Source: an optimization exercise on an open RTL-to-GDS flow (aim: small area, a short achievable clock period and few clock cycles per item). Production flows keep margins and buffers that such runs may drop.
Where RTL was checked, it was by simulation tests only, not by an equivalence proof against the original.
No functional check of the RTL was part of run 3.
No activity file was given, so power comes from the tool's default toggle rates.

==> design.v <==
module Share_1_A1(
	input wire [3:0] data_in,
	output wire [3:0] data_out
);
assign data_out[3] = 1'b1 ^ data_in[3] ^ data_in[1];
assign data_out[2] = 1'b1 ^ data_in[2];
assign data_out[1] = data_in[1] ^ data_in[0];
assign data_out[0] = data_in[1];
endmodule 
module Affine_1(
	input wire [3:0] x1,	 
	input wire [3:0] x2,
	input wire [3:0] x3,
	output wire [3:0] y1,	 
	output wire [3:0] y2, 
	output wire [3:0] y3 
);
Share_1_A1 i_share_1_A1 (x1, y1);
Share_1_A1 i_share_2_A1 (x2, y2);
Share_1_A1 i_share_3_A1 (x3, y3);
endmodule 
module Share_1_A2(
	input wire [3:0] data_in,
	output wire [3:0] data_out
);
assign data_out[3]   = data_in[3] ^ data_in[1] ^ data_in[0];
assign data_out[2] = 1'b1 ^ data_in[3] ^ data_in[1];
assign data_out[1] = 1'b1 ^ data_in[2] ^ data_in[1] ^ data_in[0];
assign data_out[0] = data_in[3] ^ data_in[2] ^ data_in[1] ^ data_in[0];
endmodule 
module Affine_2(
	input wire [3:0] x1,	 
	input wire [3:0] x2,
	input wire [3:0] x3,
	output wire [3:0] y1,	 
	output wire [3:0] y2,
	output wire [3:0] y3
);
Share_1_A2 i_share_1_A2 (x1, y1);
Share_1_A2 i_share_2_A2 (x2, y2);
Share_1_A2 i_share_3_A2 (x3, y3);
endmodule 
module Share_1_A3(
	input wire [3:0] data_in,
	output wire [3:0] data_out
);
assign data_out[3]   = data_in[0];
assign data_out[2] = data_in[1];
assign data_out[1] = data_in[2];
assign data_out[0] = data_in[3];
endmodule 
module Affine_3(
	input wire [3:0] x1,	 
	input wire [3:0] x2,
	input wire [3:0] x3,
	output wire [3:0] y1,	 
	output wire [3:0] y2,
	output wire [3:0] y3
);
Share_1_A3 i_share_1_A3 (x1, y1);
Share_1_A3 i_share_2_A3 (x2, y2);
Share_1_A3 i_share_3_A3 (x3, y3);
endmodule 
module Share_1_A4(
	input wire [3:0] data_in,
	output wire [3:0] data_out
);
assign data_out[3]   = 1'b1 ^ data_in[3] ^ data_in[2] ^ data_in[1] ^ data_in[0];
assign data_out[2] = data_in[3];
assign data_out[1] = 1'b1 ^ data_in[3] ^ data_in[1] ^ data_in[0];
assign data_out[0] = data_in[0];
endmodule 
module Affine_4(
	input wire [3:0] x1,	 
	input wire [3:0] x2,
	input wire [3:0] x3,
	output wire [3:0] y1,	 
	output wire [3:0] y2,
	output wire [3:0] y3
);
Share_1_A4 i_share_1_A4 (x1, y1);
Share_1_A4 i_share_2_A4 (x2, y2);
Share_1_A4 i_share_3_A4 (x3, y3);
endmodule 
module Share_1_A5(
	input wire [3:0] data_in,
	output wire [3:0] data_out
);
assign data_out[3] = 1'b1 ^ data_in[2];
assign data_out[2] = data_in[3] ^ data_in[1];
assign data_out[1] = 1'b1 ^ data_in[2] ^ data_in[0];
assign data_out[0] = 1'b1 ^ data_in[1] ^ data_in[0];
endmodule 
module Affine_5(
	input wire [3:0] x1,	 
	input wire [3:0] x2,
	input wire [3:0] x3,
	output wire [3:0] y1,	 
	output wire [3:0] y2,
	output wire [3:0] y3
);
Share_1_A5 i_share_1_A5 (x1, y1);
Share_1_A5 i_share_2_A5 (x2, y2);
Share_1_A5 i_share_3_A5 (x3, y3);
endmodule 
module Share_1_A6(
	input wire [3:0] data_in,
	output wire [3:0] data_out
);
assign data_out[3]   = 1'b1 ^ (data_in[3] ^ data_in[0]);
assign data_out[2] = data_in[2];
assign data_out[1] = data_in[0];
assign data_out[0] = 1'b1 ^ data_in[1];
endmodule 
module Affine_6(
	input wire [3:0] x1,	 
	input wire [3:0] x2,
	input wire [3:0] x3,
	output wire [3:0] y1,	 
	output wire [3:0] y2,
	output wire [3:0] y3
);
Share_1_A6 i_share_1_A6 (x1, y1);
Share_1_A6 i_share_2_A6 (x2, y2);
Share_1_A6 i_share_3_A6 (x3, y3);
endmodule 
module Share_1_Q294(
	input wire [3:0] data_in_i,
	input wire [3:0] data_in_i_plus_1,
	output wire [3:0] data_out
);
assign data_out[3] = data_in_i[3];
assign data_out[2] = data_in_i[2];
assign data_out[1] = data_in_i[1] ^ (data_in_i[3]&data_in_i[2]) ^ (data_in_i[3]&data_in_i_plus_1[2]) ^ (data_in_i_plus_1[3]&data_in_i[2]);
assign data_out[0] = data_in_i[0] ^ (data_in_i[3]&data_in_i[1]) ^ (data_in_i[3]&data_in_i_plus_1[1]) ^ (data_in_i_plus_1[3]&data_in_i[1]);
endmodule 
module Quadratic_294(
	input wire [3:0] x1,	 
	input wire [3:0] x2,
	input wire [3:0] x3,
	output wire [3:0] y1,	 
	output wire [3:0] y2,
	output wire [3:0] y3
);
Share_1_Q294 i_share_1_Q294 (x1, x2, y1);
Share_1_Q294 i_share_2_Q294 (x2, x3, y2);
Share_1_Q294 i_share_3_Q294 (x3, x1, y3);
endmodule 
module linear_m(
  input [63:0] data_in,
  output wire [63:0] data_out
);
assign data_out[63:60] = data_in[63:60];
assign data_out[59:56] = data_in[43:40];
assign data_out[55:52] = data_in[23:20];
assign data_out[51:48] = data_in[3:0];
assign data_out[47:44] = data_in[47:44];
assign data_out[43:40] = data_in[27:24];
assign data_out[39:36] = data_in[7:4];
assign data_out[35:32] = data_in[51:48];
assign data_out[31:28] = data_in[31:28];
assign data_out[27:24] = data_in[11:8];
assign data_out[23:20] = data_in[55:52];
assign data_out[19:16] = data_in[35:32];
assign data_out[15:12] = data_in[15:12];
assign data_out[11:8] = data_in[59:56];
assign data_out[7:4] = data_in[39:36];
assign data_out[3:0] = data_in[19:16];
endmodule
module linear_mprime(
  input [63:0] data_in,
  output wire [63:0] data_out
);
assign data_out[63] = data_in[59] ^ data_in[55] ^ data_in[51];
assign data_out[62] = data_in[62] ^ data_in[54] ^ data_in[50];
assign data_out[61] = data_in[61] ^ data_in[57] ^ data_in[49];
assign data_out[60] = data_in[60] ^ data_in[56] ^ data_in[52];
assign data_out[59] = data_in[63] ^ data_in[59] ^ data_in[55];
assign data_out[58] = data_in[58] ^ data_in[54] ^ data_in[50];
assign data_out[57] = data_in[61] ^ data_in[53] ^ data_in[49];
assign data_out[56] = data_in[60] ^ data_in[56] ^ data_in[48];
assign data_out[55] = data_in[63] ^ data_in[59] ^ data_in[51];
assign data_out[54] = data_in[62] ^ data_in[58] ^ data_in[54];
assign data_out[53] = data_in[57] ^ data_in[53] ^ data_in[49];
assign data_out[52] = data_in[60] ^ data_in[52] ^ data_in[48];
assign data_out[51] = data_in[63] ^ data_in[55] ^ data_in[51];
assign data_out[50] = data_in[62] ^ data_in[58] ^ data_in[50];
assign data_out[49] = data_in[61] ^ data_in[57] ^ data_in[53];
assign data_out[48] = data_in[56] ^ data_in[52] ^ data_in[48];
assign data_out[47] = data_in[47] ^ data_in[43] ^ data_in[39];
assign data_out[46] = data_in[42] ^ data_in[38] ^ data_in[34];
assign data_out[45] = data_in[45] ^ data_in[37] ^ data_in[33];
assign data_out[44] = data_in[44] ^ data_in[40] ^ data_in[32];
assign data_out[43] = data_in[47] ^ data_in[43] ^ data_in[35];
assign data_out[42] = data_in[46] ^ data_in[42] ^ data_in[38];
assign data_out[41] = data_in[41] ^ data_in[37] ^ data_in[33];
assign data_out[40] = data_in[44] ^ data_in[36] ^ data_in[32];
assign data_out[39] = data_in[47] ^ data_in[39] ^ data_in[35];
assign data_out[38] = data_in[46] ^ data_in[42] ^ data_in[34];
assign data_out[37] = data_in[45] ^ data_in[41] ^ data_in[37];
assign data_out[36] = data_in[40] ^ data_in[36] ^ data_in[32];
assign data_out[35] = data_in[43] ^ data_in[39] ^ data_in[35];
assign data_out[34] = data_in[46] ^ data_in[38] ^ data_in[34];
assign data_out[33] = data_in[45] ^ data_in[41] ^ data_in[33];
assign data_out[32] = data_in[44] ^ data_in[40] ^ data_in[36];
assign data_out[31] = data_in[31] ^ data_in[27] ^ data_in[23];
assign data_out[30] = data_in[26] ^ data_in[22] ^ data_in[18];
assign data_out[29] = data_in[29] ^ data_in[21] ^ data_in[17];
assign data_out[28] = data_in[28] ^ data_in[24] ^ data_in[16];
assign data_out[27] = data_in[31] ^ data_in[27] ^ data_in[19];
assign data_out[26] = data_in[30] ^ data_in[26] ^ data_in[22];
assign data_out[25] = data_in[25] ^ data_in[21] ^ data_in[17];
assign data_out[24] = data_in[28] ^ data_in[20] ^ data_in[16];
assign data_out[23] = data_in[31] ^ data_in[23] ^ data_in[19];
assign data_out[22] = data_in[30] ^ data_in[26] ^ data_in[18];
assign data_out[21] = data_in[29] ^ data_in[25] ^ data_in[21];
assign data_out[20] = data_in[24] ^ data_in[20] ^ data_in[16];
assign data_out[19] = data_in[27] ^ data_in[23] ^ data_in[19];
assign data_out[18] = data_in[30] ^ data_in[22] ^ data_in[18];
assign data_out[17] = data_in[29] ^ data_in[25] ^ data_in[17];
assign data_out[16] = data_in[28] ^ data_in[24] ^ data_in[20];
assign data_out[15] = data_in[11] ^ data_in[7] ^ data_in[3];
assign data_out[14] = data_in[14] ^ data_in[6] ^ data_in[2];
assign data_out[13] = data_in[13] ^ data_in[9] ^ data_in[1];
assign data_out[12] = data_in[12] ^ data_in[8] ^ data_in[4];
assign data_out[11] = data_in[15] ^ data_in[11] ^ data_in[7];
assign data_out[10] = data_in[10] ^ data_in[6] ^ data_in[2];
assign data_out[9] = data_in[13] ^ data_in[5] ^ data_in[1];
assign data_out[8] = data_in[12] ^ data_in[8] ^ data_in[0];
assign data_out[7] = data_in[15] ^ data_in[11] ^ data_in[3];
assign data_out[6] = data_in[14] ^ data_in[10] ^ data_in[6];
assign data_out[5] = data_in[9] ^ data_in[5] ^ data_in[1];
assign data_out[4] = data_in[12] ^ data_in[4] ^ data_in[0];
assign data_out[3] = data_in[15] ^ data_in[7] ^ data_in[3];
assign data_out[2] = data_in[14] ^ data_in[10] ^ data_in[2];
assign data_out[1] = data_in[13] ^ data_in[9] ^ data_in[5];
assign data_out[0] = data_in[8] ^ data_in[4] ^ data_in[0];
endmodule
module linear_m_inv (
  input [63:0] data_in,
  output wire [63:0] data_out
);
assign data_out[63:60] = data_in[63:60];
assign data_out[59:56] = data_in[11:8];
assign data_out[55:52] = data_in[23:20];
assign data_out[51:48] = data_in[35:32];
assign data_out[47:44] = data_in[47:44];
assign data_out[43:40] = data_in[59:56];
assign data_out[39:36] = data_in[7:4];
assign data_out[35:32] = data_in[19:16];
assign data_out[31:28] = data_in[31:28];
assign data_out[27:24] = data_in[43:40];
assign data_out[23:20] = data_in[55:52];
assign data_out[19:16] = data_in[3:0];
assign data_out[15:12] = data_in[15:12];
assign data_out[11:8] = data_in[27:24];
assign data_out[7:4] = data_in[39:36];
assign data_out[3:0] = data_in[51:48];
endmodule
module prince_core_data (
    input  wire [191:0] state   ,
    input  wire [191:0] pt      ,
    input  wire [383:0] key     ,
    input  wire         s_i     ,
    input  wire         s_p0    ,
    input  wire         s_p1    ,
    input  wire         s_de    ,
    input  wire         s_f     ,
    input  wire         s_d     ,
    input  wire         s_ef    ,
    input  wire [ 63:0] rc      ,
    output wire [191:0] nxt     ,
    output wire [191:0] ct
);
    localparam SBOX_NUMBER = 16;
    genvar j;
    wire [191:0] k0 = {key[383:320], key[255:192], key[127:64]};
    wire [191:0] k1 = {key[319:256], key[191:128], key[63:0]};
    wire [191:0] k0_end = {{key[320],key[383:322],(key[321] ^ key[383])},
        {key[192],key[255:194],(key[193] ^ key[255])},
        {key[64],key[127:66],(key[65] ^ key[127])}};
    wire [191:0] rck1 = {128'b0, rc} ^ k1;
    wire [191:0] h, p0, p1, u1, u5, w, w_sr, t, m, m_sr, v, d, e;
    generate
        for (j = 0; j < SBOX_NUMBER; j = j + 1) begin: nib
            Quadratic_294 Q (
                .x1(state[191-4*j -: 4]), .x2(state[127-4*j -: 4]), .x3(state[63-4*j -: 4]),
                .y1(h[191-4*j -: 4]), .y2(h[127-4*j -: 4]), .y3(h[63-4*j -: 4]));
        end
        for (j = 0; j < 3*SBOX_NUMBER; j = j + 1) begin: nsh
            nib_p0 P0 (.x(h[4*j +: 4]), .y(p0[4*j +: 4]));
            nib_p1 P1 (.x(h[4*j +: 4]), .y(p1[4*j +: 4]));
            nib_u1 U1 (.x(h[4*j +: 4]), .y(u1[4*j +: 4]));
            nib_u5 U5 (.x(h[4*j +: 4]), .y(u5[4*j +: 4]));
            nib_d4 D4 (.x(v[4*j +: 4]), .y(d[4*j +: 4]));
            nib_e6 E6 (.x(m[4*j +: 4]), .y(e[4*j +: 4]));
        end
        for (j = 0; j < 3; j = j + 1) begin: sh
            linear_m_inv  SRI (.data_in(w[191-64*j -: 64]), .data_out(w_sr[191-64*j -: 64]));
            linear_mprime MP  (.data_in(t[191-64*j -: 64]), .data_out(m[191-64*j -: 64]));
            linear_m      SR  (.data_in(m[191-64*j -: 64]), .data_out(m_sr[191-64*j -: 64]));
        end
    endgenerate
    assign w  = u5 ^ rck1;
    assign ct = w ^ k0_end;
    assign t  = ({192{s_de}} & u1) | ({192{s_f}} & w_sr);
    assign v  = m_sr ^ ({192{s_i}} & (pt ^ k0)) ^ rck1;
    assign nxt = ({192{s_p0}} & p0) | ({192{s_p1}} & p1) |
                 ({192{s_d}} & d) | ({192{s_ef}} & e);
endmodule
module nib_p0 (input wire [3:0] x, output wire [3:0] y);
    assign y[3] = x[3] ^ x[0];
    assign y[2] = x[1] ^ x[0];
    assign y[1] = x[2];
    assign y[0] = x[3];
endmodule
module nib_p1 (input wire [3:0] x, output wire [3:0] y);
    assign y[3] = x[1] ^ x[0];
    assign y[2] = ~(x[1]);
    assign y[1] = x[2] ^ x[0];
    assign y[0] = ~(x[3]);
endmodule
module nib_u1 (input wire [3:0] x, output wire [3:0] y);
    assign y[3] = ~(x[3] ^ x[2] ^ x[1]);
    assign y[2] = ~(x[2]);
    assign y[1] = x[0];
    assign y[0] = x[2] ^ x[1];
endmodule
module nib_u5 (input wire [3:0] x, output wire [3:0] y);
    assign y[3] = ~(x[2]);
    assign y[2] = x[3] ^ x[2] ^ x[1];
    assign y[1] = ~(x[1] ^ x[0]);
    assign y[0] = ~(x[0]);
endmodule
module nib_d4 (input wire [3:0] x, output wire [3:0] y);
    assign y[3] = ~(x[3] ^ x[2] ^ x[1] ^ x[0]);
    assign y[2] = x[3];
    assign y[1] = x[2];
    assign y[0] = x[0];
endmodule
module nib_e6 (input wire [3:0] x, output wire [3:0] y);
    assign y[3] = ~(x[3] ^ x[0]);
    assign y[2] = x[2];
    assign y[1] = ~(x[3]);
    assign y[0] = ~(x[1]);
endmodule
module prince_top (
    input  wire         clk       ,
    input  wire         reset     ,
    input  wire         start     ,
    input  wire [191:0] plaintext ,
    input  wire [383:0] key       ,
    output reg          done      ,
    output wire [191:0] ciphertext
);
    reg  [191:0] shared_state;
    reg          busy;
    reg  [  2:0] pos;      
    reg  [ 11:0] layer;    
    reg          s_p0, s_p1, s_de, s_f, s_d, s_ef;
    wire [191:0] nxt;
    wire [ 63:0] rc;
    wire        last    = busy & pos[2] & layer[11];
    wire        busy_n  = busy ? ~last : start;
    wire [ 2:0] pos_n   = busy ? {pos[1:0], pos[2]} : 3'b001;
    wire [11:0] layer_n = ~busy  ? {11'b0, start} :
                          last   ? 12'b0 :
                          pos[2] ? {layer[10:0], 1'b0} : layer;
    localparam [64*12-1:0] RCS = {
        64'hC0AC29B7C97C50DD, 64'hD3B5A399CA0C2399, 64'h64A51195E0E3610D,
        64'hC882D32F25323C54, 64'h85840851F1AC43AA, 64'h7EF84F78FD955CB1,
        64'h0000000000000000, 64'hBE5466CF34E90C6C, 64'h452821E638D01377,
        64'h082EFA98EC4E6C89, 64'hA4093822299F31D0, 64'h13198A2E03707344};
    reg  [63:0] rc_r;
    wire [63:0] rc_n;
    genvar b, l;
    generate
        for (b = 0; b < 64; b = b + 1) begin: rcb
            wire [11:0] sel;
            for (l = 0; l < 12; l = l + 1) begin: rcl
                assign sel[l] = RCS[64*l + b] & layer_n[l];
            end
            assign rc_n[b] = |sel;
        end
    endgenerate
    assign rc = rc_r;
    prince_core_data d_prince_core (
        .state(shared_state),
        .pt   (plaintext   ),
        .key  (key         ),
        .s_i  (~busy       ),
        .s_p0 (s_p0        ),
        .s_p1 (s_p1        ),
        .s_de (s_de        ),
        .s_f  (s_f         ),
        .s_d  (s_d         ),
        .s_ef (s_ef        ),
        .rc   (rc          ),
        .nxt  (nxt         ),
        .ct   (ciphertext  )
    );
    always @(posedge clk) begin
        shared_state <= nxt;
    end
    always @(posedge clk) begin
        if (reset) begin
            busy  <= 1'b0;
            done  <= 1'b0;
            pos   <= 3'b001;
            layer <= 12'b0;
            s_p0  <= 1'b0;
            s_p1  <= 1'b0;
            s_de  <= 1'b0;
            s_f   <= 1'b0;
            s_d   <= 1'b1;
            s_ef  <= 1'b0;
            rc_r  <= 64'b0;
        end else begin
            busy  <= busy_n;
            done  <= busy & pos[1] & layer[11];
            pos   <= pos_n;
            layer <= layer_n;
            s_p0  <= busy_n & pos_n[0];
            s_p1  <= busy_n & pos_n[1];
            s_de  <= busy_n & pos_n[2] & (|layer_n[5:0]);
            s_f   <= busy_n & pos_n[2] & (|layer_n[11:6]);
            s_d   <= ~busy_n | (pos_n[2] & (|layer_n[4:0]));
            s_ef  <= busy_n & pos_n[2] & (|layer_n[10:5]);
            rc_r  <= rc_n;
        end
    end
endmodule
==> flow/run.sh <==
#!/bin/bash
# Standard ORFS layout with two changes:
#  - synthesis maps the logic with flow/area.abc, an area-oriented ABC script,
#    in place of ORFS's speed script (everything else in the standard
#    synthesis, synth_recipe.tcl, is unchanged, so the registers are the same);
#  - the port buffers that buffer_ports inserts are the smallest plain buffer
#    (repair may still resize them).
set -euo pipefail
work=$(pwd)
{
  echo "proc abc {args} {"
  echo "  set i [lsearch -exact \$args -script]"
  echo "  if {\$i >= 0} { lset args [expr {\$i + 1}] $work/flow/area.abc }"
  echo "  yosys abc {*}\$args"
  echo "}"
  cat synth_recipe.tcl
} > own_synth.tcl
export BUFFER_PORTS_ARGS="-buffer_cell sky130_fd_sc_hd__buf_1"
bash standard.sh SYNTH_SCRIPT="$work/own_synth.tcl" finish > standard_flow.log 2>&1
==> flow/area.abc <==
&get -n
&st
&dch
&nf
&put
==> standard.sh <==
#!/bin/bash
# synth_recipe.tcl (not shown) runs the flow's synth.tcl, then flattens the netlist and writes it again
# the make line also repeats each setting of config.mk as NAME=value (left out here)
make -C /OpenROAD-flow-scripts/flow DESIGN_CONFIG=/design/flow/config.mk WORK_HOME=/design/flow/orfs CLKGATE_MAP_FILE= SYNTH_SCRIPT=/design/flow/synth_recipe.tcl "${@:-finish}"
==> config.mk <==
export PLATFORM = sky130hd
export DESIGN_NAME = prince_top
export DESIGN_NICKNAME = prince_top
export VERILOG_FILES = /design/flow/design.v
export SDC_FILE = /design/flow/constraint.sdc
export NUM_CORES = 4
export LEC_CHECK = 0
export CAP_MARGIN = 20
export CORE_MARGIN = 2
export CORE_UTILIZATION = 55
export SETUP_SLACK_MARGIN = 2.2
export SLEW_MARGIN = 20
==> constraint.sdc <==
create_clock -name core_clock -period 6.5 [get_ports {clk}]
set_input_delay 1.3000 -clock core_clock [delete_from_list [all_inputs] [get_ports {clk}]]
set_output_delay 1.3000 -clock core_clock [all_outputs]
set_load 0.01 [all_outputs]
==> impl_metrics.csv, run 1 <==
group,metric,value,unit
synth,avgSynthCellArea,9.18,um^2
cells_and_area,area_delta_synth_final,16.9,%
cts,cts_max_level,2,
grt,grt_max_degree,204,
timing,finalHoldViolations,0,
cts,ctsHoldBuffers,0,
placed_design,dpl_worst_slack,1.87,ns
cts,clk_latency,0.58,ns
setup_path,critPathKind,"reg2reg",
setup_path,crit_path_max_incr_delay,0.70,ns
grt,grt_pass1_wl,209000,um
floorplanning,ios,772,
setup_path,startpoint,"shared_state[35]$_DFF_P_",
routing,via_per_inst,6.22,
grt,grt_pass1_vias,31065,
grt,antenna_found_initial,13,
setup_path,crit_arrival,4.72,ns
timing,slew_headroom,0.289,
cts,cts_tree,"done",
floorplanning,row_count,90,
timing,post-route-min-period,4.31,ns
synth,syn-num-nets,4266,
cts,clk_pin_slew,0.06,ns
cells_and_area,nFillCells,5397,
setup_path,worstReg2RegStart,"shared_state[35]$_DFF_P_",
power,p_sw,14.2,mW
setup_path,cpMostUsedCell,"xnor2_1",
power,p_per_area,698,mW/mm^2
timing,worst_slack,2.19,ns
synth,ys_ff_latch,254,
cells_and_area,mostFrequentLayoutCells,"xnor2_1 (870), buf_1 (770), xor2_1 (521), nand2_1 (357), a21oi_1 (339)",
worst_hold_path,hp-start,"pos[0]$_SDFF_PP1_",
placed_design,dp_cells,5214,
floorplanning,fp.dieArea,0.0628,mm^2
routing,antenna_left,0,
floorplanning,start_util,0.555,
floorplanning,core,0.0602,mm^2
grt,track_usage,0.454,
routing,drt_wl_total,149000,um
synth,syn-instance-count,3639,
cells_and_area,final_nets,5099,
setup_path,cp_cell_sequence,"ha_1, xnor2_1, xnor3_1, xnor2_1, a22oi_1, xnor3_1, xnor2_1, xnor2_1, xnor3_1, xor2_1, o21ai_0",
setup_path,worstPathRequired,6.91,ns
grt,grt_overflow,0,
setup_path,end_kind,"flip-flop",
setup_path,cpLargestDelayFamily,"XOR/XNOR gates",
power,p_int,13.1,mW
cells_and_area,drive_above_1_share,0.0396,
routing,initialDrtViolationCount,4422,
power,ir_drop,526,uV
cts,cts_buffer_depth,3,
placed_design,io_buffers,771,
synth,ys_types,38,
routing,first_pass_iters,12,
power,p_seq_frac,0.133,
timing,slew_violations,0,
worst_hold_path,hold_class,"reg2reg",
synth,yosys-top-cells-area,"xnor2_1 (23%), dfxtp_1 (15%), xnor3_1 (15%)",
setup_path,worstPathMaxFanout,8,
setup_path,critPathBufInv,0,
routing,drt-wirelength-per-cell,28.1,um
power,combinationalPowerShare,0.790,
routing,via_count,32910,
power,leakagePower,15.7,nW
cells_and_area,fin_cells,5290,
setup_path,cpMaxStageDelayCell,"a22oi_1",
floorplanning,die_y,251,um
floorplanning,die_width,251,um
cells_and_area,utilization,0.648,
synth,yosysWarnings,1,
timing,worstMarginPinSlew,1.05,ns
cts,cts_inserted_buffers,36,
synth,synth_area,0.0334,mm^2
cts,root_buffer,"clkbuf_16",
timing,fin_skew,0.0188,ns
timing,rsz0062_at_grt,"yes",
synth,yosysTopAreaCell,"xnor2_1",
timing,fmax,0.232,GHz
routing,remaining_drc_errors,0,
timing,whs,0.449,ns
setup_path,crit_path_start_kind,"flip-flop",
placed_design,place_congestion,1.03,
run_status,status,"timing/DRC/antenna clean",
timing,setup_tns,0,ns
synth,synth_top_area_share,0.232,
timing,finalSetupViolations,0,
timing,post-route-period-util,0.663,
synth,yosysSeqAreaShare,0.152,
power,power.share.clock,0.077,
cts,cts_num_sinks,254,
cells_and_area,final_common_cell,"xnor2_1",
power,swShare,0.521,
job,drv_cap,0,
placed_design,hpwl,118000,um
==> stage by stage <==
| step | power, mW | cell area [um^2] |
|---|---|---|
| final | 27.2 | 39100 |
| after global routing | 28.4 | 39000 |
| after CTS | 26.5 | 38800 |
| after detailed placement | 24.3 | 37500 |
| after global placement | 24.2 | 37500 |
| after floorplan | 18.1 | 33400 |
==> kinds of logic after synthesis <==
group                    after synthesis  synth area share
XOR/XNOR                            1694             0.560
AND/OR/NAND/NOR                      507            0.0590
buffers and inverters                 35           0.00393
multiplexers                          11           0.00352
flip-flops                           254             0.152
adder cells (fa/ha/maj)               48            0.0180
AO/OA/AOI/OAI                       1090             0.204
==> sequential cells by signal (all words and copies together) (netlist names) <==
name	flops
shared_state	192
rc_r	39
layer	12
pos	3
busy	1
done	1
s_d	1
s_de	1
s_ef	1
s_f	1
s_p0	1
s_p1	1
==> repair_timing <==
action / CTS / global route
endpoints found under the setup margin: 18 / 50
setup buffers: 0 / 2
pin swaps: 0 / 2
resized for setup: 22 / 65
==> worst paths after layout <==
check | slack, ns | end | cells after the start
worst max register to register | 2.19 | shared_state[19]$_DFF_P_ | 11
worst min-delay path | 0.45 | s_p1$_SDFF_PP0_ | 2
worst max-delay path | 2.19 | shared_state[19]$_DFF_P_ | 11
worst min register to register | 0.45 | s_p1$_SDFF_PP0_ | 2
==> layer usage <==
metal	GRT usage	up-vias	wire [um]
met5	0	-	44
met4	0.312	6	12000
met3	0.0868	471	16700
met2	0.694	2400	64300
met1	0.580	15315	55500
li1	-	14718	-
==> cell usage after synthesis, drive strengths merged <==
cell type,count
xnor2,885
xor2,533
nand2,357
a21oi,340
o21ai,328
dfxtp,254
xnor3,216
a22oi,131
nor2,118
o211ai,61
xor3,60
a2bb2oi,53
ha,48
a222oi,44
clkinv,35
a221oi,25
o2111ai,23
a22o,21
a21boi,15
a31oi,11
a221o,8
o221ai,7
mux2,6
nor3,6
or2,6
a21o,5
and2,5
and3,5
mux2i,5
nand2b,5
o22ai,4
a41oi,3
nor2b,3
o211a,3
o22a,3
o2bb2ai,3
nand3,2
o21bai,2
==> power by group through the flow <==
stage / clock network, mW / logic [mW] / registers (mW)
floorplan: 0 / 15.2 / 2.91
global placement: 0 / 20.7 / 3.48
detailed placement: 0 / 20.8 / 3.49
CTS: 2.10 / 21.0 / 3.47
global route: 2.15 / 22.7 / 3.64
finish: 2.10 / 21.5 / 3.62
==> worst reg2reg max path, stage by stage, from the launching register on <==
cell and delay, ns:
dfxtp_1 0.63, ha_1 0.26, xnor2_1 0.12, xnor3_1 0.57, xnor2_1 0.19, a22oi_1 0.70, xnor3_1 0.67, xnor2_1 0.30
xnor2_1 0.19, xnor3_1 0.27, xor2_1 0.18, o21ai_0 0.09
==> final cells by class <==
cell class | instances | area (um^2) | share of cell area
Tap cell | 782 | 978 | 0.0251
Clock inverter | 10 | 110 | 0.00282
Multi-Input combinational cell | 3350 | 28400 | 0.728
Clock buffer | 55 | 1090 | 0.0280
Timing Repair Buffer | 795 | 3100 | 0.0794
Sequential cell | 254 | 5170 | 0.133
Inverter | 35 | 145 | 0.00372
Antenna cell | 9 | 22.5 | 0.000577
Testbench counts, summed over its fixed seeds: cycles 7,104, items 192.
==> run 2, diff against run 1 <==
--- a/config.mk
+++ b/config.mk
@@ -9,4 +9,4 @@
 export CORE_MARGIN = 2
 export CORE_UTILIZATION = 55
-export SETUP_SLACK_MARGIN = 2.2
+export SETUP_SLACK_MARGIN = 2.5
 export SLEW_MARGIN = 20
==> run 2 against run 1 <==
  * Global-route usage is 0.61 points higher
  * Via count is 0.30% higher
  * Clock power is 5% higher
  * Largest power group unchanged
==> impl_metrics.csv, run 2 <==
group,metric,value,unit
cells_and_area,finalInstanceArea,0.0401,mm^2
timing,worstMarginPinSlew,1.07,ns
timing,fmax,0.250,GHz
cells_and_area,utilization,0.666,
cts,cts_max_level,2,
floorplanning,fp.dieArea,0.0628,mm^2
power,ir_drop,453,uV
synth,ys_types,38,
routing,first_pass_iters,10,
timing,finalSetupViolations,0,
worst_hold_path,hold_class,"reg2reg",
worst_hold_path,min_path_cells,2,
routing,via_per_inst,6.20,
setup_path,critPathKind,"reg2out",
placed_design,dpl_cell_area,0.0375,mm^2
synth,yosys-top-cells-area,"xnor2_1 (23%), dfxtp_1 (15%), xnor3_1 (15%)",
timing,setup_tns,0,ns
synth,ys_ff_latch,254,
floorplanning,ios,772,
routing,via_count,33009,
timing,finalHoldViolations,0,
cells_and_area,final_common_cell,"xnor2_1",
synth,syn-instance-count,3639,
cells_and_area,regMostFlops,"shared_state",
synth,synthArstFlopShare,0,
job,drv_cap,0,
power,p_per_area,710,mW/mm^2
routing,drt-wirelength-per-cell,28.2,um
cts,cts_num_sinks,254,
power,power.share.clock,0.077,
setup_path,worstPathRequired,5.20,ns
synth,yosysWarnings,1,
grt,grt_max_degree,118,
grt,grt_pass1_wl,211000,um
power,swShare,0.514,
grt,track_usage,0.460,
routing,drt_wl_total,150000,um
cells_and_area,area_delta_synth_final,20.0,%
timing,post-route-period-util,0.616,
cts,clk_latency,0.58,ns
placed_design,io_buffers,771,
routing,initialDrtViolationCount,4655,
setup_path,crit_path_start_kind,"flip-flop",
placed_design,place_congestion,1.06,
setup_path,end_kind,"output port",
synth,synth_area,0.0334,mm^2
timing,post-route-min-period,4.00,ns
synth,avgSynthCellArea,9.18,um^2
floorplanning,row_count,90,
timing,slew_violations,0,
setup_path,crit_arrival,2.70,ns
routing,antenna_left,0,
placed_design,hpwl,118000,um
timing,whs,0.454,ns
setup_path,r2r_cells,9,
run_status,status,"timing/DRC/antenna clean",
cts,cts_inserted_buffers,36,
cts,cts_tree,"done",
synth,yosysTopAreaCell,"xnor2_1",
cells_and_area,fin_cells,5328,
power,p_sw,14.6,mW
synth,synth-edff-count,0,
timing,slew_headroom,0.288,
power,combinationalPowerShare,0.793,
synth,yosysSeqAreaShare,0.152,
timing,rsz0062_at_grt,"yes",
power,p_int,13.8,mW
routing,remaining_drc_errors,0,
grt,grt_pass1_vias,31104,
setup_path,worstPathMaxFanout,6,
power,leakagePower,16.1,nW
cells_and_area,largest_reg_flops,192,
grt,antenna_found_initial,9,
cells_and_area,mostFrequentLayoutCells,"xnor2_1 (852), buf_1 (769), xor2_1 (495), nand2_1 (357), a21oi_1 (327)",
synth,ys_top_cells_by_count,"xnor2_1 (885), xor2_1 (533), nand2_1 (357)",
cells_and_area,drive_above_1_share,0.0857,
cts,root_buffer,"clkbuf_16",
floorplanning,start_util,0.555,
cells_and_area,nFillCells,5284,
floorplanning,die_y,251,um
floorplanning,die_width,251,um
synth,synth_top_area_share,0.232,
cts,clk_pin_slew,0.06,ns
timing,fin_skew,0.0313,ns
floorplanning,core,0.0602,mm^2
synth,syn-num-nets,4266,
synth,synth_most_common_cell,"xnor2_1",
cells_and_area,final_nets,5138,
synth,ys.flop_type,"dfxtp_1",
cts,cts_buffer_depth,3,
placed_design,dp_cells,5215,
power,p_seq_frac,0.129,
grt,grt_overflow,0,
cells_and_area,reg_top3,"shared_state: 192 flops, rc_r: 39 flops, layer: 12 flops",
-- run 2: cell count changes in the layout (fill, tap and decap cells not counted), moves of 10 or more --
cell,delta
a21oi_1,-12
a21oi_2,+12
buf_4,+36
dfxtp_1,-49
dfxtp_2,+20
dfxtp_4,+29
xnor2_1,-18
xnor2_2,+18
xnor3_1,-51
xnor3_2,+51
xor2_1,-26
xor2_2,+20
xor3_1,-10
xor3_2,+10
-- run 2: layout make-up --
cell class | instances | area [um^2] | area share
clock inverters | 13 | 184 | 0.00459
diodes | 8 | 20.0 | 0.000499
multi-input cells | 3350 | 29000 | 0.722
clock buffers | 52 | 1080 | 0.0270
inverters | 35 | 138 | 0.00343
well taps | 782 | 978 | 0.0244
flip-flops and latches | 254 | 5310 | 0.132
repair buffers | 834 | 3440 | 0.0857
-- run 2: critical path: stages, from the launching register on --
cell and delay [ns]:
dfxtp_1 0.55, a21boi_0 0.15, o21ai_1 0.24, xor2_2 0.41, xnor3_1 0.33, xor2_1 0.27, buf_1 0.18
-- run 2: power groups by stage --
| stage | registers (mW) | clock network, mW | logic, mW |
|---|---|---|---|
| floorplan | 2.91 | 0 | 15.2 |
| global placement | 3.47 | 0 | 20.8 |
| detailed placement | 3.48 | 0 | 20.8 |
| CTS | 3.55 | 2.20 | 21.6 |
| global route | 3.71 | 2.25 | 23.8 |
| finish | 3.68 | 2.20 | 22.6 |
-- run 2: final timing paths --
check,start,endpoint,slack (ns)
setup / recovery,shared_state[41]$_DFF_P_,ciphertext[105],2.50
hold / removal,pos[0]$_SDFF_PP1_,s_p1$_SDFF_PP0_,0.45
setup reg to reg,s_de$_SDFF_PP0_,shared_state[19]$_DFF_P_,2.56
hold reg to reg,pos[0]$_SDFF_PP1_,s_p1$_SDFF_PP0_,0.45
-- run 2: stage by stage --
| stage | power (mW) | setup WS [ns] |
|---|---|---|
| after floorplan | 18.1 | 2.40 |
| after global placement | 24.3 | 1.97 |
| after detailed placement | 24.3 | 1.94 |
| after CTS | 27.3 | 2.50 |
| after global routing | 29.7 | 2.48 |
| final | 28.5 | 2.50 |
-- run 2: repair_timing --
| item | CTS | global route |
|---|---|---|
| setup buffers | 6 | 34 |
| endpoints found under the setup margin | 132 | 66 |
| resized for setup | 232 | 65 |
| pin swaps | 27 | 41 |
| hold buffers | 0 | 0 |
-- run 2: kinds of logic (layout without fill, tap and decap cells) --
family	after synthesis	in the layout	synth area share
xor gates and xnor gates	1694	1694	0.560
and+or+nand+nor	507	507	0.0590
other	0	8	0
muxes	11	11	0.00352
buffers and inverters	35	934	0.00393
AOI/OAI and AO/OA	1090	1090	0.204
DFF	254	254	0.152
adders and majority gates	48	48	0.0180
-- run 2: per-layer routing --
layer | global-route usage | routed length [um] | vias up
li1 | - | - | 14773
met1 | 0.592 | 55600 | 15377
met2 | 0.706 | 65400 | 2407
met3 | 0.0848 | 17200 | 448
met4 | 0.306 | 11900 | 4
met5 | 0 | 22 | -
==> run 3, diff against run 2 <==
--- a/design.v
+++ b/design.v
@@ -303,5 +303,5 @@
     endgenerate
     assign w  = u5 ^ rck1;
-    assign ct = w ^ k0_end;
+    assign ct = u5 ^ (rck1 ^ k0_end);
     assign t  = ({192{s_de}} & u1) | ({192{s_f}} & w_sr);
     assign v  = m_sr ^ ({192{s_i}} & (pt ^ k0)) ^ rck1;
==> run 3 against run 2 <==
  * Global-route usage grew 0.058 points
  * Critical path depth decreased by 2
  * Maximum frequency shrank 0.54%
  * Critical endpoint is now ciphertext[139]
  * First-iteration DRC count grew 3.2%
  * Wire length increased by 0.27%
  * Sequential share of layout area about the same
  * Area after synthesis increased by 0.32%
  * Register-to-register slack got worse by 0.05 ns
  * Worst setup slack got worse by 0.022 ns
  * Critical path type is now in2out
==> impl_metrics.csv, run 3 <==
group,metric,value,unit
floorplanning,start_util,0.555,
timing,setup_tns,0,ns
cts,clk_pin_slew,0.06,ns
timing,worstMarginPinSlew,1.20,ns
grt,grt_max_degree,144,
cells_and_area,finalInstanceArea,0.0400,mm^2
synth,syn-instance-count,3653,
placed_design,io_buffers,771,
cells_and_area,drive_above_1_share,0.0834,
synth,ys_types,41,
cts,cts_inserted_buffers,34,
power,p_per_area,713,mW/mm^2
setup_path,worstPathMaxFanout,2,
cts,cts_tree,"done",
cells_and_area,utilization,0.663,
timing,fmax,0.248,GHz
timing,rsz0062_at_grt,"yes",
floorplanning,fp.dieArea,0.0630,mm^2
synth,ys_top_cells_by_count,"xnor2_1 (904), xor2_1 (510), nand2_1 (362)",
cells_and_area,area_delta_synth_final,19.4,%
cts,cts_buffer_depth,3,
placed_design,dpl_cell_area,0.0376,mm^2
cells_and_area,final_common_cell,"xnor2_1",
floorplanning,ios,772,
cts,cts_num_sinks,254,
synth,synthArstFlopShare,0,
synth,syn-num-nets,4280,
synth,ys.flop_type,"dfxtp_1",
synth,yosysWarnings,1,
timing,slew_violations,0,
cells_and_area,mostFrequentLayoutCells,"xnor2_1 (858), buf_1 (769), xor2_1 (487), nand2_1 (362), o21ai_0 (329)",
floorplanning,die_y,251,um
grt,track_usage,0.460,
setup_path,crit_arrival,2.73,ns
timing,post-route-period-util,0.619,
synth,synth_top_area_share,0.236,
routing,initialDrtViolationCount,4803,
synth,synth_area,0.0335,mm^2
run_status,status,"timing/DRC/antenna clean",
synth,yosysTopAreaCell,"xnor2_1",
cells_and_area,regMostFlops,"shared_state",
cells_and_area,largest_reg_flops,192,
floorplanning,core,0.0604,mm^2
timing,slew_headroom,0.200,
setup_path,end_kind,"output port",
synth,yosysSeqAreaShare,0.152,
synth,synth-edff-count,0,
synth,yosys-top-cells-area,"xnor2_1 (24%), dfxtp_1 (15%), xnor3_1 (15%)",
floorplanning,row_count,90,
cts,cts_max_level,2,
placed_design,hpwl,118000,um
floorplanning,die_width,251,um
timing,finalHoldViolations,0,
cts,root_buffer,"clkbuf_16",
cells_and_area,reg_top3,"shared_state: 192 flops, rc_r: 39 flops, layer: 12 flops",
setup_path,worstPathRequired,5.20,ns
timing,post-route-min-period,4.03,ns
grt,grt_pass1_wl,212000,um
routing,drt-wirelength-per-cell,28.1,um
job,drv_cap,0,
routing,first_pass_iters,7,
grt,grt_pass1_vias,30866,
routing,drt_wl_total,151000,um
power,ir_drop,493,uV
grt,grt_overflow,0,
synth,avgSynthCellArea,9.18,um^2
worst_hold_path,hold_class,"reg2reg",
grt,antenna_found_initial,16,
placed_design,dp_cells,5227,
timing,fin_skew,0.0180,ns
setup_path,crit_path_start_kind,"input port",
synth,synth_most_common_cell,"xnor2_1",
synth,ys_ff_latch,254,
timing,whs,0.462,ns
placed_design,place_congestion,1.01,
setup_path,rrSetupSlack,2.51,ns
routing,antenna_left,0,
routing,via_per_inst,6.21,
cells_and_area,fin_cells,5351,
cells_and_area,final_nets,5159,
routing,remaining_drc_errors,0,
timing,finalSetupViolations,0,
setup_path,critPathKind,"in2out",
cells_and_area,nFillCells,5349,
cts,clk_latency,0.57,ns
routing,via_count,33249,
power,leakagePower,16.1,nW
## run 3: routing by layer
| layer | vias to the layer above | global-route usage | wire, um |
|---|---|---|---|
| li1 | 14830 | - | - |
| met1 | 15630 | 0.592 | 56000 |
| met2 | 2332 | 0.711 | 65600 |
| met3 | 447 | 0.0906 | 17200 |
| met4 | 10 | 0.292 | 11600 |
| met5 | - | 0 | 62 |
## run 3: cells by family (layout without fill, tap and decap cells)
| group | count (synthesis) | in the layout | synth area share |
|---|---|---|---|
| DFF | 254 | 254 | 0.152 |
| muxes | 9 | 9 | 0.00287 |
| AOI/OAI and AO/OA | 1085 | 1085 | 0.203 |
| buffers and inverters | 43 | 948 | 0.00481 |
| and+or+nand+nor | 519 | 519 | 0.0598 |
| other | 0 | 11 | 0 |
| adders and majority gates | 48 | 48 | 0.0179 |
| xor gates and xnor gates | 1695 | 1695 | 0.560 |
## run 3: what timing repair did
item,CTS,global route
pin swaps,33,35
endpoints found under the setup margin,140,70
cloned,0,0
hold buffers,0,0
setup buffers,18,33
resized for setup,219,46
## run 3: layout make-up
class / instances / area (um^2) / share of cell area
Timing Repair Buffer: 843 / 3480 / 0.0869
Inverter: 43 / 169 / 0.00422
Clock buffer: 51 / 1070 / 0.0267
Multi-Input combinational cell: 3356 / 28900 / 0.722
Clock inverter: 11 / 105 / 0.00263
Sequential cell: 254 / 5290 / 0.132
Tap cell: 782 / 978 / 0.0244
Antenna cell: 11 / 27.5 / 0.000688
## run 3: final timing paths
| check | start | to | depth (start not counted) |
|---|---|---|---|
| setup / recovery | key[267] | ciphertext[139] | 4 |
| hold reg to reg | pos[0]$_SDFF_PP1_ | pos[1]$_SDFF_PP0_ | 2 |
| setup reg to reg | s_de$_SDFF_PP0_ | shared_state[83]$_DFF_P_ | 9 |
| hold / removal | pos[0]$_SDFF_PP1_ | pos[1]$_SDFF_PP0_ | 2 |
## run 3: critical path, cell delays in order
cell and delay (ns):
buf_1 0.39, xnor2_1 0.23, xor2_1 0.58, buf_1 0.22
## run 3: power breakdown
part           switching [mW]  total, mW  internal (mW)
sequential               1.46       3.67           2.21
clock                   0.831       2.05           1.22
combinational            12.2       22.8           10.6
total                    14.5       28.5           14.0
## run 3: per-stage QoR
step	setup slack (ns)	total power, mW
floorplan	2.65	18.3
global placement	2.02	24.4
detailed placement	2.02	24.5
CTS	2.35	27.5
global route	2.47	29.7
finish	2.47	28.5
==> run 4, diff against run 3 <==
--- a/design.v
+++ b/design.v
@@ -303,5 +303,5 @@
     endgenerate
     assign w  = u5 ^ rck1;
-    assign ct = u5 ^ (rck1 ^ k0_end);
+    assign ct = w ^ k0_end;
     assign t  = ({192{s_de}} & u1) | ({192{s_f}} & w_sr);
     assign v  = m_sr ^ ({192{s_i}} & (pt ^ k0)) ^ rck1;
--- a/config.mk
+++ b/config.mk
@@ -8,5 +8,5 @@
 export CAP_MARGIN = 20
 export CORE_MARGIN = 2
-export CORE_UTILIZATION = 55
+export CORE_UTILIZATION = 62
 export SETUP_SLACK_MARGIN = 2.5
 export SLEW_MARGIN = 20
==> run 4 against run 3 <==
  * Critical endpoint is now ciphertext[4]
  * Area after synthesis fell by 0.32%
  * Highest routed layer unchanged
  * Global-route usage rose by 4.8 points
  * Largest cell class unchanged
  * Sequential cell count did not move
  * Largest power group unchanged
  * Wire length fell by 1.6%
  * Synthesized cell count fell by 0.38%
  * Still clean on timing, DRC and antenna
==> impl_metrics.csv, run 4 <==
group,metric,value,unit
floorplanning,row_count,85,
synth,ys_top_cells_by_count,"xnor2_1 (885), xor2_1 (533), nand2_1 (357)",
setup_path,crit_path_max_incr_delay,0.61,ns
placed_design,io_buffers,771,
cts,cts_num_sinks,254,
cells_and_area,reg_top3,"shared_state: 192 flops, rc_r: 39 flops, layer: 12 flops",
synth,ys_types,38,
setup_path,worstPathRequired,5.20,ns
timing,post-route-min-period,4.10,ns
routing,drt_wl_total,148000,um
synth,avgSynthCellArea,9.18,um^2
placed_design,place_congestion,1.10,
grt,grt_pass1_vias,31735,
synth,synthAdderAreaFrac,0.0180,
setup_path,end_kind,"output port",
placed_design,dp_cells,5127,
synth,yosys-top-cells-area,"xnor2_1 (23%), dfxtp_1 (15%), xnor3_1 (15%)",
worst_hold_path,hold_class,"reg2reg",
cells_and_area,drive_above_1_share,0.0831,
grt,grtUsageMet1,0.634,
setup_path,critPathBufInv,1,
job,drv_cap,0,
synth,synthSimpleGateAreaFrac,0.0590,
cells_and_area,mostFrequentLayoutCells,"xnor2_1 (851), buf_1 (768), xor2_1 (502), nand2_1 (357)",
power,p_per_area,712,mW/mm^2
setup_path,crit_path_start_kind,"flip-flop",
grt,grt_pass1_wl,209000,um
synth,yosysSeqAreaShare,0.152,
timing,setup_tns,0,ns
cts,root_buffer,"clkbuf_16",
floorplanning,core,0.0536,mm^2
cells_and_area,final_nets,5142,
synth,ys_ff_latch,254,
cts,cts_tree,"done",
routing,drt-wirelength-per-cell,28.2,um
synth,synth_mux_area_frac,0.00352,
routing,via_count,34016,
grt,grt_overflow,0,
cts,cts_max_level,2,
floorplanning,die_y,236,um
placed_design,hpwl,115000,um
cells_and_area,largest_reg_flops,192,
grt,grt-busiest-layer,"met2",
timing,finalHoldViolations,0,
timing,slew_violations,0,
routing,antenna_left,0,
setup_path,cp_cell_sequence,"o21ai_0, a21oi_1, xnor2_2, xnor2_1, xor2_1, buf_1",
cells_and_area,fin_cells,5249,
routing,via_per_inst,6.48,
grt,grt_max_degree,131,
synth,yosysWarnings,1,
worst_hold_path,min_path_cells,2,
timing,rsz0062_at_grt,"yes",
setup_path,cpMaxStageDelayCell,"dfxtp_1",
placed_design,dpl_cell_area,0.0374,mm^2
timing,fmax,0.244,GHz
floorplanning,die_width,236,um
timing,fin_skew,0.0392,ns
grt,antenna_found_initial,17,
grt,grt_use_met2,0.766,
setup_path,cpLargestDelayFamily,"XOR/XNOR gates",
synth,synth_top_area_share,0.232,
floorplanning,ios,772,
setup_path,worstPathMaxFanout,6,
timing,slew_headroom,0.211,
timing,worstMarginPinSlew,1.18,ns
routing,first_pass_iters,10,
cts,clk_pin_slew,0.06,ns
synth,synth-compound-area-share,0.204,
floorplanning,fp.dieArea,0.0558,mm^2
setup_path,critPathKind,"reg2out",
routing,remaining_drc_errors,0,
cells_and_area,regMostFlops,"shared_state",
synth,synth_area,0.0334,mm^2
synth,synthArstFlopShare,0,
timing,post-route-period-util,0.631,
timing,finalSetupViolations,0,
grt,use_met3,0.110,
synth,syn-num-nets,4266,
cells_and_area,final_common_cell,"xnor2_1",
synth,synth_most_common_cell,"xnor2_1",
synth,synth-edff-count,0,
grt,track_usage,0.509,
power,leakagePower,16.1,nW
synth,ys.flop_type,"dfxtp_1",
floorplanning,start_util,0.624,
routing,initialDrtViolationCount,5065,
synth,yosysTopAreaCell,"xnor2_1",
cts,clk_latency,0.59,ns
setup_path,r2r_cells,11,
cells_and_area,area_delta_synth_final,19.3,%
cts,cts_buffer_depth,3,
cells_and_area,finalInstanceArea,0.0399,mm^2
synth,synth_top_family_by_area,"XOR/XNOR gates",
cts,cts_inserted_buffers,35,
setup_path,crit_cells,6,
setup_path,crit_arrival,2.80,ns
power,ir_drop,522,uV
cts,ctsHoldBuffers,0,
run_status,status,"timing/DRC/antenna clean",
synth,synth-xor-area-share,0.560,
synth,syn-instance-count,3639,
==> run 4: cell types whose count changed after synthesis, moves of 7 or more <==
cell	previous run	this run
a21oi_1	321	340
o211ai_1	53	61
clkinv_1	43	35
nor2_1	130	118
a221oi_1	32	25
xnor3_1	225	216
o2111ai_1	32	23
xor2_1	510	533
xnor2_1	904	885
a21boi_0	24	15
==> run 4: cell families (layout without fill, tap and decap cells) <==
group	Yosys count	count (layout)
buffers and inverters	35	935
adders and majority gates	48	48
DFF	254	254
other	0	14
xor gates and xnor gates	1694	1694
AOI/OAI and AO/OA	1090	1090
muxes	11	11
and+or+nand+nor	507	507
==> run 4: layout make-up <==
class	count	area (um^2)
multi-input cells	3350	28900
fillers	4219	13700
flip-flops and latches	254	5280
repair buffers	839	3440
clock buffers	48	1030
well taps	696	871
clock inverters	13	211
inverters	35	138
diodes	14	35.0
==> run 4: path summary, 6_finish.rpt <==
path | slack (ns) | end | start
worst min register to register | 0.45 | s_p1$_SDFF_PP0_ | pos[0]$_SDFF_PP1_
worst max register to register | 2.50 | shared_state[115]$_DFF_P_ | shared_state[114]$_DFF_P_
worst max-delay path | 2.40 | ciphertext[4] | shared_state[5]$_DFF_P_
worst min-delay path | 0.45 | s_p1$_SDFF_PP0_ | pos[0]$_SDFF_PP1_
==> run 4: report_power, final <==
group	switching, mW	internal [mW]	total [mW]
Clock	0.854	1.30	2.16
Combinational	12.3	10.3	22.5
Sequential	1.47	2.22	3.69
==> run 4: per-layer routing <==
layer,share of wire,vias to the layer above
li1,-,14777
met1,0.35,15807
met2,0.42,2789
met3,0.13,633
met4,0.097,10
met5,0.00045,-
==> run 4: timing repair <==
item	CTS	global route
resized for setup	214	51
setup buffers	4	43
pin swaps	26	36
setup endpoints to repair	122	69
==> run 4: per-stage QoR <==
stage	total power, mW	hold slack (ns)	util	worst slack, ns
after floorplan	18.1	0.425	-	2.40
after global placement	24.0	0.432	0.698	2.03
after detailed placement	24.1	0.438	0.698	2.05
after CTS	27.0	0.449	0.732	2.39
after global routing	29.4	0.479	0.743	2.43
final	28.4	0.452	0.744	2.40
==> run 4: tightest hold or removal path: cells and delay by family, from the launching register on <==
family | cells | cell delay, ns
flops | 1 | 0.30
simple gates | 2 | 0.11
Testbench counts of run 4, summed over its fixed seeds: cycles 7,104, items 192.
==> run 5, diff against run 4 <==
--- a/config.mk
+++ b/config.mk
@@ -8,5 +8,6 @@
 export CAP_MARGIN = 20
 export CORE_MARGIN = 2
-export CORE_UTILIZATION = 62
+export CORE_UTILIZATION = 55
+export PLACE_DENSITY = 0.8
 export SETUP_SLACK_MARGIN = 2.5
 export SLEW_MARGIN = 20
==> run 5 against run 4 <==
  * Still clean on timing, DRC and antenna
  * Combinational power about the same
  * Clock power shrank 4%
  * Clock skew down 0.011 ns
  * Sequential power down 2%
  * Worst setup slack worse by 0.030 ns
  * Synthesized cell count is the same
  * Final cell count up 1.5%
  * Via count shrank 0.54%
  * Critical path type unchanged
  * Largest cell class unchanged
  * Highest routed layer unchanged
==> impl_metrics.csv, run 5 <==
group,metric,value,unit
floorplanning,core,0.0602,mm^2
timing,worstMarginPinSlew,1.11,ns
cts,clk_latency,0.57,ns
timing,slew_headroom,0.260,
timing,slew_violations,0,
grt,grt_pass1_wl,212000,um
floorplanning,fp.dieArea,0.0628,mm^2
power,ir_drop,468,uV
synth,yosys-top-cells-area,"xnor2_1 (23%), dfxtp_1 (15%), xnor3_1 (15%)",
grt,grt_pass1_vias,31497,
power,leakagePower,16.0,nW
placed_design,hpwl,119000,um
synth,synth_most_common_cell,"xnor2_1",
floorplanning,start_util,0.555,
timing,finalSetupViolations,0,
synth,ys_top_cells_by_count,"xnor2_1 (885), xor2_1 (533), nand2_1 (357)",
timing,finalHoldViolations,0,
floorplanning,die_y,251,um
cells_and_area,regMostFlops,"shared_state",
cts,cts_max_level,2,
synth,ys_types,38,
cells_and_area,mostFrequentLayoutCells,"xnor2_1 (855), buf_1 (769), xor2_1 (499), nand2_1 (357), a21oi_1 (332)",
worst_hold_path,hold_class,"reg2reg",
cts,root_buffer,"clkbuf_16",
synth,avgSynthCellArea,9.18,um^2
cts,ctsHoldBuffers,0,
floorplanning,row_count,90,
cts,clk_pin_slew,0.06,ns
cts,cts_num_sinks,254,
floorplanning,die_width,251,um
synth,synth_top_area_share,0.232,
synth,ys.flop_type,"dfxtp_1",
cells_and_area,reg_top3,"shared_state: 192 flops, rc_r: 39 flops, layer: 12 flops",
grt,grt_overflow,0,
setup_path,crit_path_start_kind,"flip-flop",
cts,cts_buffer_depth,3,
timing,post-route-min-period,4.13,ns
cells_and_area,utilization,0.662,
grt,track_usage,0.462,
timing,worst_slack,2.37,ns
placed_design,place_congestion,1.07,
routing,via_count,33833,
job,drv_cap,0,
routing,drt-wirelength-per-cell,28.5,um
timing,whs,0.445,ns
setup_path,worstPathRequired,5.20,ns
synth,yosysWarnings,1,
routing,remaining_drc_errors,0,
routing,first_pass_iters,10,
grt,grt_max_degree,191,
cells_and_area,final_common_cell,"xnor2_1",
timing,fmax,0.242,GHz
synth,ys_ff_latch,254,
setup_path,worstPathMaxFanout,8,
synth,syn-instance-count,3639,
placed_design,io_buffers,771,
synth,synth_area,0.0334,mm^2
setup_path,critPathKind,"reg2out",
grt,antenna_found_initial,20,
cells_and_area,largest_reg_flops,192,
floorplanning,ios,772,
routing,initialDrtViolationCount,4948,
routing,drt_wl_total,152000,um
cts,cts_inserted_buffers,35,
synth,synthArstFlopShare,0,
synth,yosysSeqAreaShare,0.152,
timing,fin_skew,0.0283,ns
timing,setup_tns,0,ns
routing,antenna_left,0,
setup_path,end_kind,"output port",
cts,cts_tree,"done",
timing,rsz0062_at_grt,"yes",
placed_design,dpl_worst_slack,2.05,ns
power,p_per_area,712,mW/mm^2
synth,syn-num-nets,4266,
cells_and_area,area_delta_synth_final,19.3,%
run_status,status,"timing/DRC/antenna clean",
cells_and_area,final_nets,5130,
synth,yosysTopAreaCell,"xnor2_1",
synth,synth-edff-count,0,
setup_path,crit_arrival,2.83,ns
timing,post-route-period-util,0.636,
routing,via_per_inst,6.35,
cells_and_area,drive_above_1_share,0.0780,
run 5: cell counts after synthesis:
Identical to the previous run, type by type.
run 5: stage by stage:
stage | total power, mW | instances | instance area [um^2]
2_1_floorplan | 18.1 | 3639 | 33400
3_3_place_gp | 24.3 | 5216 | 37600
3_5_place_dp | 24.4 | 5216 | 37600
4_1_cts | 27.3 | 5284 | 39400
5_1_grt | 29.5 | 5323 | 39900
6_report | 28.4 | 5326 | 39900
run 5: what timing repair did:
| item | CTS | global route |
|---|---|---|
| gates resized for setup | 218 | 44 |
| setup buffers | 7 | 25 |
| setup endpoints to repair | 126 | 65 |
| pin swaps | 24 | 36 |
run 5: kinds of logic (layout without fill, tap and decap cells):
| kind of cell | after synthesis | after routing | synth area share |
|---|---|---|---|
| and+or+nand+nor | 507 | 507 | 0.0590 |
| muxes | 11 | 11 | 0.00352 |
| AOI/OAI and AO/OA | 1090 | 1090 | 0.204 |
| DFF | 254 | 254 | 0.152 |
| adders and majority gates | 48 | 48 | 0.0180 |
| other | 0 | 17 | 0 |
| xor gates and xnor gates | 1694 | 1694 | 0.560 |
| buffers and inverters | 35 | 923 | 0.00393 |
run 5: worst paths after layout:
check / startpoint / slack [ns] / cells past startpoint / end
worst max-delay path: shared_state[75]$_DFF_P_ / 2.37 / 5 / ciphertext[73]
worst min-delay path: pos[0]$_SDFF_PP1_ / 0.45 / 2 / pos[1]$_SDFF_PP0_
worst max register to register: shared_state[21]$_DFF_P_ / 2.57 / 9 / shared_state[87]$_DFF_P_
worst min register to register: pos[0]$_SDFF_PP1_ / 0.45 / 2 / pos[1]$_SDFF_PP0_
run 5: area by class of cell:
class	count	area, um^2
repair buffers	827	3380
clock buffers	48	965
fillers	5201	20400
clock inverters	13	200
multi-input cells	3350	28900
well taps	782	978
flip-flops and latches	254	5280
diodes	17	42.5
inverters	35	145
run 5: critical path, stage by stage, from the launching register on:
cell	delay [ns]
dfxtp_2	0.49
nand2_1	0.25
xnor3_2	0.59
xnor3_1	0.43
xor2_1	0.31
buf_1	0.19
run 5: report_power, final:
part / switching [mW] / internal, mW
logic: 12.5 / 10.2
registers: 1.42 / 2.22
clock network: 0.844 / 1.24
run 5: layer usage:
layer  vias to the layer above  share of wire  GRT usage
li1                      14769              -          -
met1                     15876           0.36      0.576
met2                      2620           0.43      0.706
met3                       558           0.12     0.0923
met4                        10          0.090      0.351
met5                         -        0.00044          0
==> run 6, diff against run 5 <==
--- a/config.mk
+++ b/config.mk
@@ -9,5 +9,4 @@
 export CORE_MARGIN = 2
 export CORE_UTILIZATION = 55
-export PLACE_DENSITY = 0.8
-export SETUP_SLACK_MARGIN = 2.5
+export SETUP_SLACK_MARGIN = 2.65
 export SLEW_MARGIN = 20
==> run 6 against run 5 <==
  * Combinational power up 8%
  * Sequential share of layout area decreased by 0.29 points
  * Largest power group unchanged
  * Register-to-register slack better by 0.10 ns
  * Worst hold slack improved by 0.0091 ns
  * Critical path type is now in2reg
  * Clock skew up 0.0023 ns
  * Area after synthesis unchanged
  * Still clean
  * Non-clock buffer count up 132
  * Critical path depth grew 5
  * Via count up 0.31%
==> impl_metrics.csv, run 6 <==
group,metric,value,unit
synth,yosysTopAreaCell,"xnor2_1",
power,p_per_area,732,mW/mm^2
synth,synth_top_area_share,0.232,
timing,finalHoldViolations,0,
timing,setup_tns,0,ns
placed_design,dp_cells,5218,
floorplanning,start_util,0.555,
routing,via_count,33938,
cts,ctsHoldBuffers,0,
grt,antenna_found_initial,13,
floorplanning,row_count,90,
placed_design,dpl_cell_area,0.0375,mm^2
cells_and_area,fin_cells,5454,
synth,ys_types,38,
timing,rsz0062_at_grt,"yes",
cts,cts_num_sinks,254,
power,power.share.clock,0.069,
cells_and_area,mostFrequentLayoutCells,"xnor2_1 (824), buf_1 (750), xor2_1 (472), nand2_1 (356), o21ai_0 (324)",
synth,ys.flop_type,"dfxtp_1",
routing,initialDrtViolationCount,5069,
synth,ys_top_cells_by_count,"xnor2_1 (885), xor2_1 (533), nand2_1 (357)",
cts,cts_max_level,2,
grt,track_usage,0.458,
synth,yosysWarnings,1,
setup_path,cpMostUsedCell,"xnor2_1",
worst_hold_path,hold_class,"reg2reg",
power,p_int,15.3,mW
setup_path,worstPathMaxFanout,3,
run_status,status,"timing/DRC/antenna clean",
setup_path,critPathKind,"in2reg",
timing,worstMarginPinSlew,1.04,ns
power,p_sw,15.1,mW
grt,grt_pass1_wl,211000,um
cells_and_area,reg_top3,"shared_state: 192 flops, rc_r: 39 flops, layer: 12 flops",
cts,clk_pin_slew,0.06,ns
cells_and_area,drive_above_1_share,0.134,
cells_and_area,area_delta_synth_final,24.4,%
floorplanning,die_width,251,um
grt,grt_max_degree,117,
synth,syn-instance-count,3639,
synth,synthArstFlopShare,0,
power,power.total,30.4,mW
cells_and_area,final_nets,5264,
cts,clk_latency,0.58,ns
setup_path,crit_path_max_incr_delay,0.66,ns
power,swShare,0.497,
floorplanning,fp.dieArea,0.0628,mm^2
setup_path,crit_path_start_kind,"input port",
synth,synth_most_common_cell,"xnor2_1",
job,drv_cap,0,
floorplanning,ios,772,
timing,finalSetupViolations,0,
setup_path,cp_cell_sequence,"buf_1, xor2_1, xnor2_1, a22oi_1, xnor3_1, xnor2_1, xnor2_1, xnor3_1, xor2_1, o21ai_0",
timing,slew_violations,0,
cells_and_area,finalInstanceArea,0.0416,mm^2
grt,grt_overflow,0,
timing,fin_skew,0.0306,ns
synth,ys_ff_latch,254,
cells_and_area,largest_reg_flops,192,
timing,fmax,0.256,GHz
grt,grt_pass1_vias,31351,
timing,slew_headroom,0.299,
cts,cts_buffer_depth,3,
cells_and_area,regMostFlops,"shared_state",
synth,avgSynthCellArea,9.18,um^2
cells_and_area,utilization,0.690,
setup_path,end_kind,"flip-flop",
synth,yosysSeqAreaShare,0.152,
power,leakagePower,16.9,nW
synth,syn-num-nets,4266,
placed_design,io_buffers,771,
synth,synth_area,0.0334,mm^2
setup_path,worstPathRequired,6.98,ns
routing,antenna_left,0,
floorplanning,core,0.0602,mm^2
routing,first_pass_iters,9,
setup_path,crit_arrival,4.38,ns
routing,drt-wirelength-per-cell,27.7,um
routing,via_per_inst,6.22,
cts,root_buffer,"clkbuf_16",
timing,post-route-period-util,0.600,
cells_and_area,final_common_cell,"xnor2_1",
placed_design,hpwl,118000,um
synth,yosys-top-cells-area,"xnor2_1 (23%), dfxtp_1 (15%), xnor3_1 (15%)",
timing,post-route-min-period,3.90,ns
power,p_seq_frac,0.123,
synth,synth-edff-count,0,
routing,remaining_drc_errors,0,
power,combinationalPowerShare,0.808,
cts,cts_inserted_buffers,37,
setup_path,cpMaxStageDelayCell,"xnor3_1",
placed_design,place_congestion,1.04,
cells_and_area,nFillCells,5152,
power,ir_drop,496,uV
routing,drt_wl_total,151000,um
cts,cts_tree,"done",
floorplanning,die_y,251,um
## run 6: changes by cell type in the layout (fill, tap and decap cells not counted), moves of 18 or more
cell / delta
buf_1: -19
buf_4: +131
dfxtp_1: -18
dfxtp_4: +34
xnor2_1: -31
xnor2_2: +31
xor2_1: -27
xor2_2: +21
## run 6: critical path, delay by kind of cell
family / cells / cell delay [ns]
XOR/XNOR: 7 / 2.16
buffers and inverters: 1 / 0.14
AO/OA/AOI/OAI: 2 / 0.78
## run 6: what timing repair did
| item | in CTS | in global routing |
|---|---|---|
| endpoints found under the setup margin | 165 | 103 |
| hold endpoints to repair | 0 | 0 |
| setup buffers | 59 | 103 |
| pin swaps | 85 | 48 |
| gates resized for setup | 300 | 153 |
## run 6: power by group through the flow
stage	Combinational, mW	Sequential (mW)	Clock, mW
2_1_floorplan	15.2	2.91	0
3_3_place_gp	20.7	3.47	0
3_5_place_dp	20.8	3.47	0
4_1_cts	22.4	3.58	2.09
5_1_grt	25.7	3.77	2.16
6_report	24.6	3.75	2.10
## run 6: area by class of cell
cell class	instances	area [um^2]	share of cell area
Inverter	35	148	0.00355
Timing Repair Buffer	959	4380	0.105
Antenna cell	9	22.5	0.000542
Multi-Input combinational cell	3350	29500	0.709
Clock buffer	54	1080	0.0260
Tap cell	782	978	0.0235
Sequential cell	254	5390	0.130
Clock inverter	11	109	0.00262
## run 6: final timing paths
kind	from	endpoint	slack (ns)	depth (start not counted)
max	key[19]	shared_state[19]$_DFF_P_	2.60	10
min reg2reg	pos[0]$_SDFF_PP1_	s_p1$_SDFF_PP0_	0.45	2
max reg2reg	shared_state[13]$_DFF_P_	shared_state[27]$_DFF_P_	2.67	8
min	pos[0]$_SDFF_PP1_	s_p1$_SDFF_PP0_	0.45	2
## run 6: kinds of logic after synthesis
family / share of synthesized area
compound gates: 0.204
xor+xnor: 0.560
fa+ha+maj: 0.0180
buf+inv: 0.00393
flops: 0.152
mux: 0.00352
simple gates: 0.0590
## run 6: through the flow
| step | setup slack, ns | hold slack [ns] |
|---|---|---|
| finish | 2.60 | 0.454 |
| global route | 2.55 | 0.466 |
| CTS | 2.51 | 0.448 |
| detailed placement | 1.97 | 0.436 |
| global placement | 1.98 | 0.431 |
| floorplan | 2.71 | 0.425 |
## run 6: per-layer routing
metal | vias to the layer above | routed length, um | GRT usage
met3 | 515 | 16800 | 0.0843
li1 | 15000 | - | -
met2 | 2485 | 65800 | 0.698
met4 | 10 | 12400 | 0.325
met1 | 15928 | 55900 | 0.586
met5 | - | 56 | 0

## port drivers added, routing unchanged
The results above use ideal ports. As a check the final layouts listed here were re-extracted and re-timed, cells and wires unchanged. Step 1 (the two cells are an assumption about what drives the block):
set clk [get_ports {clk}]
set_driving_cell -lib_cell sky130_fd_sc_hd__clkbuf_16 $clk
set_driving_cell -lib_cell sky130_fd_sc_hd__buf_2 [delete_from_list [all_inputs] $clk]
Step 2 times the ports against the registers' clock, not the clock port: input delays grow and output delays shrink by t, the midpoint of the rising clock arrivals with the driver on. a / b / c = ideal ports / drivers / drivers and shift; a / b = the first two.
| run | t (ns) | slack for setup (ns) | worst register clock-pin slew, ns | worst data-port slew with drivers (ns) |
|---|---|---|---|---|
| run 1 | 0.633 | 2.187 / 2.143 / 1.991 | 0.06 / 0.06 | 0.17 |
| run 2 | 0.628 | 2.495 / 2.431 / 1.997 | 0.06 / 0.06 | 0.17 |
| run 3 | 0.628 | 2.474 / 2.434 / 2.018 | 0.07 / 0.07 | 0.23 |
| run 4 | 0.633 | 2.399 / 2.334 / 2.055 | 0.07 / 0.07 | 0.23 |
| run 5 | 0.625 | 2.369 / 2.306 / 2.056 | 0.07 / 0.07 | 0.16 |
| run 6 | 0.636 | 2.599 / 2.577 / 1.995 | 0.06 / 0.06 | 0.14 |
After both steps every run listed still meets setup and hold. The setup slack of run 6, which loses most, moves by -0.022 ns with the drivers and by -0.604 ns with both steps.
